This is an optimization exercise on Yosys and OpenROAD, whose aim is small area, not a production implementation.
In this exercise RTL edits were held to simulation tests only and were not proved equivalent to the original.
The flow treats the clock pin as an ideal source. Dropping or thinning the clock tree relies on that and would not hold on a real chip.

== job 101 ==
Design gppm_top, start of the top module:
module gppm_top (
  input clk,
  input reset,
  input [7:0] sw,
  output [7:0] leds
);
  localparam [13:0] M  = 14'd5461;
  localparam [7:0]  PI = 8'hFF;
  localparam [13:0] T  = 14'b01111100011111;
  localparam [13:0] R  = 14'b11010101111100;
  localparam [13:0] S1 = 14'b11010101111110;
  localparam [13:0] S2 = 14'b01110101011111;
  reg [13:0] q;
  reg [7:0] p;
  reg shown_n;   
  wire shown = ~shown_n;
  wire [13:0] c = q ^ M;
  wire [7:0] pat = p ^ PI;
  wire upd = (c == T);
  wire sel = pat[6];
  wire cap = ~shown & ~c[7];
  reg [13:0] c_next;
  always @* begin
    if (reset)
      c_next = R;
    else if (upd)
      c_next = sel ? S2 : S1;
    else
      c_next = {c[12:0], c[12] ^ c[13]};
  end
  always @(posedge clk)
    q <= c_next ^ M;
  wire [7:0] pat_next = ({8{upd}} & {pat[6:0], pat[7]}) |
                        ({8{cap & ~upd}} & {sw[0], sw[7:1]}) |
                        ({8{~cap & ~upd}} & pat);
  always @(posedge clk)
    p <= pat_next ^ PI;
  always @(posedge clk or posedge reset) begin
    if (reset)
      shown_n <= 1'b1;
    else if (upd)
  ...
Size: ~77 cells after synthesis, about 18 I/O pins, about 720 sq um of cells after synthesis.
clock: 10.0 ns
lec_check: 0
cap_margin: 20
core_area: 3 3 63 63
die_area: 0 0 66 66
place_density: 0.95
slew_margin: 20
standard.sh (not shown) runs the stock make flow with config.mk's settings and CLKGATE_MAP_FILE= SYNTH_SCRIPT=/design/flow/synth_recipe.tcl, a recipe that flattens the netlist after the stock synthesis.
==> flow/flow/run.sh <==
#!/bin/bash
# Own layout flow: the standard synthesis, then an area-oriented re-synthesis of
# the same RTL (flow/mysynth.py: its registers renamed to the standard
# synthesis's, and proven equivalent to the standard netlist with Yosys), then
# the standard ORFS flow from floorplan on, with the smallest buffer on the ports.
set -euo pipefail
W=$(pwd)
F=$W/flow
R=$W/orfs/results/$FLOW_PLATFORM/gppm_top/base
LIB=$FLOW_HOME/platforms/$FLOW_PLATFORM/lib/sky130_fd_sc_hd__tt_025C_1v80.lib

bash standard.sh synth > $W/log_synth.txt 2>&1

mkdir -p $W/mysynth
cd $W/mysynth
cp $R/1_2_yosys.v std_1_2_yosys.v
if python3 $F/mysynth.py $W/mysynth/std_1_2_yosys.v $FLOW_DESIGN $LIB $FLOW_TOP $F $W/mysynth/chosen.v \
    > $W/log_mysynth.txt 2>&1; then
  cp chosen.v $R/1_2_yosys.v
fi
cd $W

bash standard.sh "BUFFER_PORTS_ARGS=-buffer_cell sky130_fd_sc_hd__buf_1" "POST_CTS_TCL=$F/post_cts.tcl" "CLK_PLAN=2 sky130_fd_sc_hd__clkbuf_4" finish > $W/log_finish.txt 2>&1
==> flow/flow/post_cts.tcl <==
# POST_CTS hook: replace the clock tree CTS built by one buffer (CLK_ROOT_CELL)
# that drives every register's clock pin, placed at the registers' centre.
set block [ord::get_db_block]
set port_net [[$block findBTerm clk] getNet]
set sinks {}
set bufs {}
proc walk {net} {
  global sinks bufs
  foreach it [$net getITerms] {
    if {[$it isOutputSignal]} continue
    set inst [$it getInst]
    set mname [[$inst getMaster] getName]
    if {[string match "*clkbuf*" $mname] || [string match "*clkinv*" $mname] || [string match "*buf_*" $mname]} {
      if {[lsearch $bufs $inst] < 0} {
        lappend bufs $inst
        set out [$inst findITerm X]
        if {$out eq "NULL" || $out eq ""} { set out [$inst findITerm Y] }
        if {$out ne "NULL" && $out ne "" && [$out getNet] ne "NULL"} { walk [$out getNet] }
      }
    } else {
      lappend sinks $it
    }
  }
}
walk $port_net
puts "post_cts: [llength $sinks] clock sinks, [llength $bufs] clock tree cells"
set oldnets {}
foreach b $bufs {
  foreach it [$b getITerms] { set n [$it getNet]; if {$n ne "NULL" && $n ne $port_net && [lsearch $oldnets $n] < 0 && ![$n isSpecial] && [$n getSigType] ne "POWER" && [$n getSigType] ne "GROUND"} { lappend oldnets $n } }
}
foreach it $sinks { $it disconnect }
foreach b $bufs { odb::dbInst_destroy $b }
foreach n $oldnets { if {[llength [$n getITerms]] == 0} { odb::dbNet_destroy $n } }
# CLK_PLAN: "N CELL": N buffers of type CELL on the clock port, each driving the
# clock pins of one group of registers (groups split by x position)
lassign $::env(CLK_PLAN) nbuf cell
set m [[ord::get_db] findMaster $cell]
set keyed {}
foreach it $sinks { set b [[$it getInst] getBBox]; lappend keyed [list [$b xMin] [$b yMin] $it] }
set keyed [lsort -integer -index 0 $keyed]
set n [llength $keyed]
for {set k 0} {$k < $nbuf} {incr k} {
  set buf [odb::dbInst_create $block $m clkbuf_${k}_clk]
  set net [odb::dbNet_create $block clknet_${k}_clk]
  $net setSigType CLOCK
  [$buf findITerm A] connect $port_net
  [$buf findITerm X] connect $net
  foreach it [$buf getITerms] {
    set mt [$it getMTerm]
    if {[$mt getSigType] eq "POWER"} { $it connect [$block findNet VDD] }
    if {[$mt getSigType] eq "GROUND"} { $it connect [$block findNet VSS] }
  }
  set lo [expr {$k * $n / $nbuf}]; set hi [expr {($k + 1) * $n / $nbuf}]
  set xs 0; set ys 0
  foreach e [lrange $keyed $lo [expr {$hi - 1}]] { lassign $e x y it; $it connect $net; incr xs $x; incr ys $y }
  set c [expr {$hi - $lo}]
  $buf setLocation [expr {$xs / $c}] [expr {$ys / $c}]
  $buf setPlacementStatus PLACED
}
detailed_placement
check_placement -verbose
estimate_parasitics -placement
set w 0
foreach pin [get_pins -of_objects [get_cells *] -filter "name==CLK"] { set s [get_property $pin slew_max]; if {$s > $w} {set w $s} }
puts "post_cts: worst register clock slew $w"
Other scripts of this flow, unchanged in this note and not shown: flow/flow/abc_a.abc, flow/flow/abc_b.abc, flow/flow/abc_c.abc, flow/flow/abc_d.abc, flow/flow/mysynth.py
For job 101, the flow was terminated by a tool error in clock tree synthesis and produced no final design.
Relative to job 101, the following input files were edited for job 102:
--- a/flow/flow/run.sh
+++ b/flow/flow/run.sh
@@ -21,3 +21,3 @@
 cd $W
 
-bash standard.sh "BUFFER_PORTS_ARGS=-buffer_cell sky130_fd_sc_hd__buf_1" "POST_CTS_TCL=$F/post_cts.tcl" "CLK_PLAN=2 sky130_fd_sc_hd__clkbuf_4" finish > $W/log_finish.txt 2>&1
+bash standard.sh "BUFFER_PORTS_ARGS=-buffer_cell sky130_fd_sc_hd__buf_1" "POST_CTS_TCL=$F/post_cts.tcl" "CLK_PLAN=1 sky130_fd_sc_hd__clkbuf_8" finish > $W/log_finish.txt 2>&1
--- a/flow/flow/post_cts.tcl
+++ b/flow/flow/post_cts.tcl
@@ -3,8 +3,8 @@
 set block [ord::get_db_block]
 set port_net [[$block findBTerm clk] getNet]
-set sinks {}
-set bufs {}
-proc walk {net} {
-  global sinks bufs
+set ::pc_sinks {}
+set ::pc_bufs {}
+proc pc_walk {net} {
+
   foreach it [$net getITerms] {
     if {[$it isOutputSignal]} continue
@@ -12,23 +12,23 @@
     set mname [[$inst getMaster] getName]
     if {[string match "*clkbuf*" $mname] || [string match "*clkinv*" $mname] || [string match "*buf_*" $mname]} {
-      if {[lsearch $bufs $inst] < 0} {
-        lappend bufs $inst
+      if {[lsearch $::pc_bufs $inst] < 0} {
+        lappend ::pc_bufs $inst
         set out [$inst findITerm X]
         if {$out eq "NULL" || $out eq ""} { set out [$inst findITerm Y] }
-        if {$out ne "NULL" && $out ne "" && [$out getNet] ne "NULL"} { walk [$out getNet] }
+        if {$out ne "NULL" && $out ne "" && [$out getNet] ne "NULL"} { pc_walk [$out getNet] }
       }
     } else {
-      lappend sinks $it
+      lappend ::pc_sinks $it
     }
   }
 }
-walk $port_net
-puts "post_cts: [llength $sinks] clock sinks, [llength $bufs] clock tree cells"
+pc_walk $port_net
+puts "post_cts: [llength $::pc_sinks] clock sinks, [llength $::pc_bufs] clock tree cells"
 set oldnets {}
-foreach b $bufs {
+foreach b $::pc_bufs {
   foreach it [$b getITerms] { set n [$it getNet]; if {$n ne "NULL" && $n ne $port_net && [lsearch $oldnets $n] < 0 && ![$n isSpecial] && [$n getSigType] ne "POWER" && [$n getSigType] ne "GROUND"} { lappend oldnets $n } }
 }
-foreach it $sinks { $it disconnect }
-foreach b $bufs { odb::dbInst_destroy $b }
+foreach it $::pc_sinks { $it disconnect }
+foreach b $::pc_bufs { odb::dbInst_destroy $b }
 foreach n $oldnets { if {[llength [$n getITerms]] == 0} { odb::dbNet_destroy $n } }
 # CLK_PLAN: "N CELL": N buffers of type CELL on the clock port, each driving the
@@ -37,5 +37,5 @@
 set m [[ord::get_db] findMaster $cell]
 set keyed {}
-foreach it $sinks { set b [[$it getInst] getBBox]; lappend keyed [list [$b xMin] [$b yMin] $it] }
+foreach it $::pc_sinks { set b [[$it getInst] getBBox]; lappend keyed [list [$b xMin] [$b yMin] $it] }
 set keyed [lsort -integer -index 0 $keyed]
 set n [llength $keyed]
### Flow results
- Having completed the whole flow, job 102 delivered a layout that passed the timing, DRC and antenna checks.
- Taking job 101 as the reference, in job 102 I/O pin count comparable; synthesized area comparable; number of cells produced by synthesis comparable.
Setup changes, job 102 to job 103
--- a/flow/flow/post_cts.tcl
+++ b/flow/flow/post_cts.tcl
@@ -3,8 +3,8 @@
 set block [ord::get_db_block]
 set port_net [[$block findBTerm clk] getNet]
-set ::pc_sinks {}
-set ::pc_bufs {}
-proc pc_walk {net} {
-
+set sinks {}
+set bufs {}
+proc walk {net} {
+  global sinks bufs
   foreach it [$net getITerms] {
     if {[$it isOutputSignal]} continue
@@ -12,23 +12,23 @@
     set mname [[$inst getMaster] getName]
     if {[string match "*clkbuf*" $mname] || [string match "*clkinv*" $mname] || [string match "*buf_*" $mname]} {
-      if {[lsearch $::pc_bufs $inst] < 0} {
-        lappend ::pc_bufs $inst
+      if {[lsearch $bufs $inst] < 0} {
+        lappend bufs $inst
         set out [$inst findITerm X]
         if {$out eq "NULL" || $out eq ""} { set out [$inst findITerm Y] }
-        if {$out ne "NULL" && $out ne "" && [$out getNet] ne "NULL"} { pc_walk [$out getNet] }
+        if {$out ne "NULL" && $out ne "" && [$out getNet] ne "NULL"} { walk [$out getNet] }
       }
     } else {
-      lappend ::pc_sinks $it
+      lappend sinks $it
     }
   }
 }
-pc_walk $port_net
-puts "post_cts: [llength $::pc_sinks] clock sinks, [llength $::pc_bufs] clock tree cells"
+walk $port_net
+puts "post_cts: [llength $sinks] clock sinks, [llength $bufs] clock tree cells"
 set oldnets {}
-foreach b $::pc_bufs {
+foreach b $bufs {
   foreach it [$b getITerms] { set n [$it getNet]; if {$n ne "NULL" && $n ne $port_net && [lsearch $oldnets $n] < 0 && ![$n isSpecial] && [$n getSigType] ne "POWER" && [$n getSigType] ne "GROUND"} { lappend oldnets $n } }
 }
-foreach it $::pc_sinks { $it disconnect }
-foreach b $::pc_bufs { odb::dbInst_destroy $b }
+foreach it $sinks { $it disconnect }
+foreach b $bufs { odb::dbInst_destroy $b }
 foreach n $oldnets { if {[llength [$n getITerms]] == 0} { odb::dbNet_destroy $n } }
 # CLK_PLAN: "N CELL": N buffers of type CELL on the clock port, each driving the
@@ -37,5 +37,5 @@
 set m [[ord::get_db] findMaster $cell]
 set keyed {}
-foreach it $::pc_sinks { set b [[$it getInst] getBBox]; lappend keyed [list [$b xMin] [$b yMin] $it] }
+foreach it $sinks { set b [[$it getInst] getBBox]; lappend keyed [list [$b xMin] [$b yMin] $it] }
 set keyed [lsort -integer -index 0 $keyed]
 set n [llength $keyed]
--- outcome ---
As the logs show, job 103 stopped at clock tree synthesis after a tool error, so it never reached the end of the flow. Changes observed in job 103 relative to job 102: synthesized area per cell barely changed, post-synth design cell area stayed essentially flat, width of the die closely matched the old numbers. From job 102 to job 103, synthesized netlist net count did not move at all.
Modified inputs, job 104 compared to job 103
--- a/flow/flow/run.sh
+++ b/flow/flow/run.sh
@@ -21,3 +21,3 @@
 cd $W
 
-bash standard.sh "BUFFER_PORTS_ARGS=-buffer_cell sky130_fd_sc_hd__buf_1" "POST_CTS_TCL=$F/post_cts.tcl" "CLK_PLAN=1 sky130_fd_sc_hd__clkbuf_8" finish > $W/log_finish.txt 2>&1
+bash standard.sh "BUFFER_PORTS_ARGS=-buffer_cell sky130_fd_sc_hd__buf_1" "POST_CTS_TCL=$F/post_cts.tcl" "CLK_PLAN=2 sky130_fd_sc_hd__clkbuf_4" finish > $W/log_finish.txt 2>&1
--- a/flow/flow/post_cts.tcl
+++ b/flow/flow/post_cts.tcl
@@ -3,8 +3,8 @@
 set block [ord::get_db_block]
 set port_net [[$block findBTerm clk] getNet]
-set sinks {}
-set bufs {}
-proc walk {net} {
-  global sinks bufs
+set ::pc_sinks {}
+set ::pc_bufs {}
+proc pc_walk {net} {
+
   foreach it [$net getITerms] {
     if {[$it isOutputSignal]} continue
@@ -12,23 +12,23 @@
     set mname [[$inst getMaster] getName]
     if {[string match "*clkbuf*" $mname] || [string match "*clkinv*" $mname] || [string match "*buf_*" $mname]} {
-      if {[lsearch $bufs $inst] < 0} {
-        lappend bufs $inst
+      if {[lsearch $::pc_bufs $inst] < 0} {
+        lappend ::pc_bufs $inst
         set out [$inst findITerm X]
         if {$out eq "NULL" || $out eq ""} { set out [$inst findITerm Y] }
-        if {$out ne "NULL" && $out ne "" && [$out getNet] ne "NULL"} { walk [$out getNet] }
+        if {$out ne "NULL" && $out ne "" && [$out getNet] ne "NULL"} { pc_walk [$out getNet] }
       }
     } else {
-      lappend sinks $it
+      lappend ::pc_sinks $it
     }
   }
 }
-walk $port_net
-puts "post_cts: [llength $sinks] clock sinks, [llength $bufs] clock tree cells"
+pc_walk $port_net
+puts "post_cts: [llength $::pc_sinks] clock sinks, [llength $::pc_bufs] clock tree cells"
 set oldnets {}
-foreach b $bufs {
+foreach b $::pc_bufs {
   foreach it [$b getITerms] { set n [$it getNet]; if {$n ne "NULL" && $n ne $port_net && [lsearch $oldnets $n] < 0 && ![$n isSpecial] && [$n getSigType] ne "POWER" && [$n getSigType] ne "GROUND"} { lappend oldnets $n } }
 }
-foreach it $sinks { $it disconnect }
-foreach b $bufs { odb::dbInst_destroy $b }
+foreach it $::pc_sinks { $it disconnect }
+foreach b $::pc_bufs { odb::dbInst_destroy $b }
 foreach n $oldnets { if {[llength [$n getITerms]] == 0} { odb::dbNet_destroy $n } }
 # CLK_PLAN: "N CELL": N buffers of type CELL on the clock port, each driving the
@@ -37,5 +37,5 @@
 set m [[ord::get_db] findMaster $cell]
 set keyed {}
-foreach it $sinks { set b [[$it getInst] getBBox]; lappend keyed [list [$b xMin] [$b yMin] $it] }
+foreach it $::pc_sinks { set b [[$it getInst] getBBox]; lappend keyed [list [$b xMin] [$b yMin] $it] }
 set keyed [lsort -integer -index 0 $keyed]
 set n [llength $keyed]
[summary]
Job 104: flow completed, timing, DRC and antenna clean. Job 103 | ERROR | clock tree synthesis. Compared with job 103, in job 104 half-perimeter wire length after placement barely changed, synthesized cell count barely changed, cell row count barely changed, height of the die barely changed. From job 103 to job 104, synthesized area did not move at all. Comparing job 103 against job 104, there is no change at all in placement-stage worst setup slack. Top-level I/O count: job 103 vs job 104 identical.
In job 102 and job 104 the design's own scripts or RTL, not TritonCTS, make the clock network.

## separate check: timing with driven ports
In the flow no input, the clock included, has a driving cell. The finished layouts below were timed again as built, in two steps. Step 1, drivers: a clkbuf_16 drives clk and a buf_2 each remaining input, both assumed. Step 2 moves the port delays by t, midway between the first and last clock arrival at a register: inputs arrive t later, outputs are due t later. That takes back most of the time a late clock gives input paths. a / b / c = ideal ports / drivers / drivers and shift; a / b = the first two.
run	t, ns	setup slack, ns	worst hold slack (ns)	clock arrival spread, ns
job 102	0.197	6.979 / 6.954 / 7.150	0.403 / 0.403 / 0.403	0.002 / 0.001
job 104	0.191	6.987 / 6.960 / 7.150	0.402 / 0.402 / 0.402	0.012 / 0.013
After both steps every run listed still meets setup and hold.
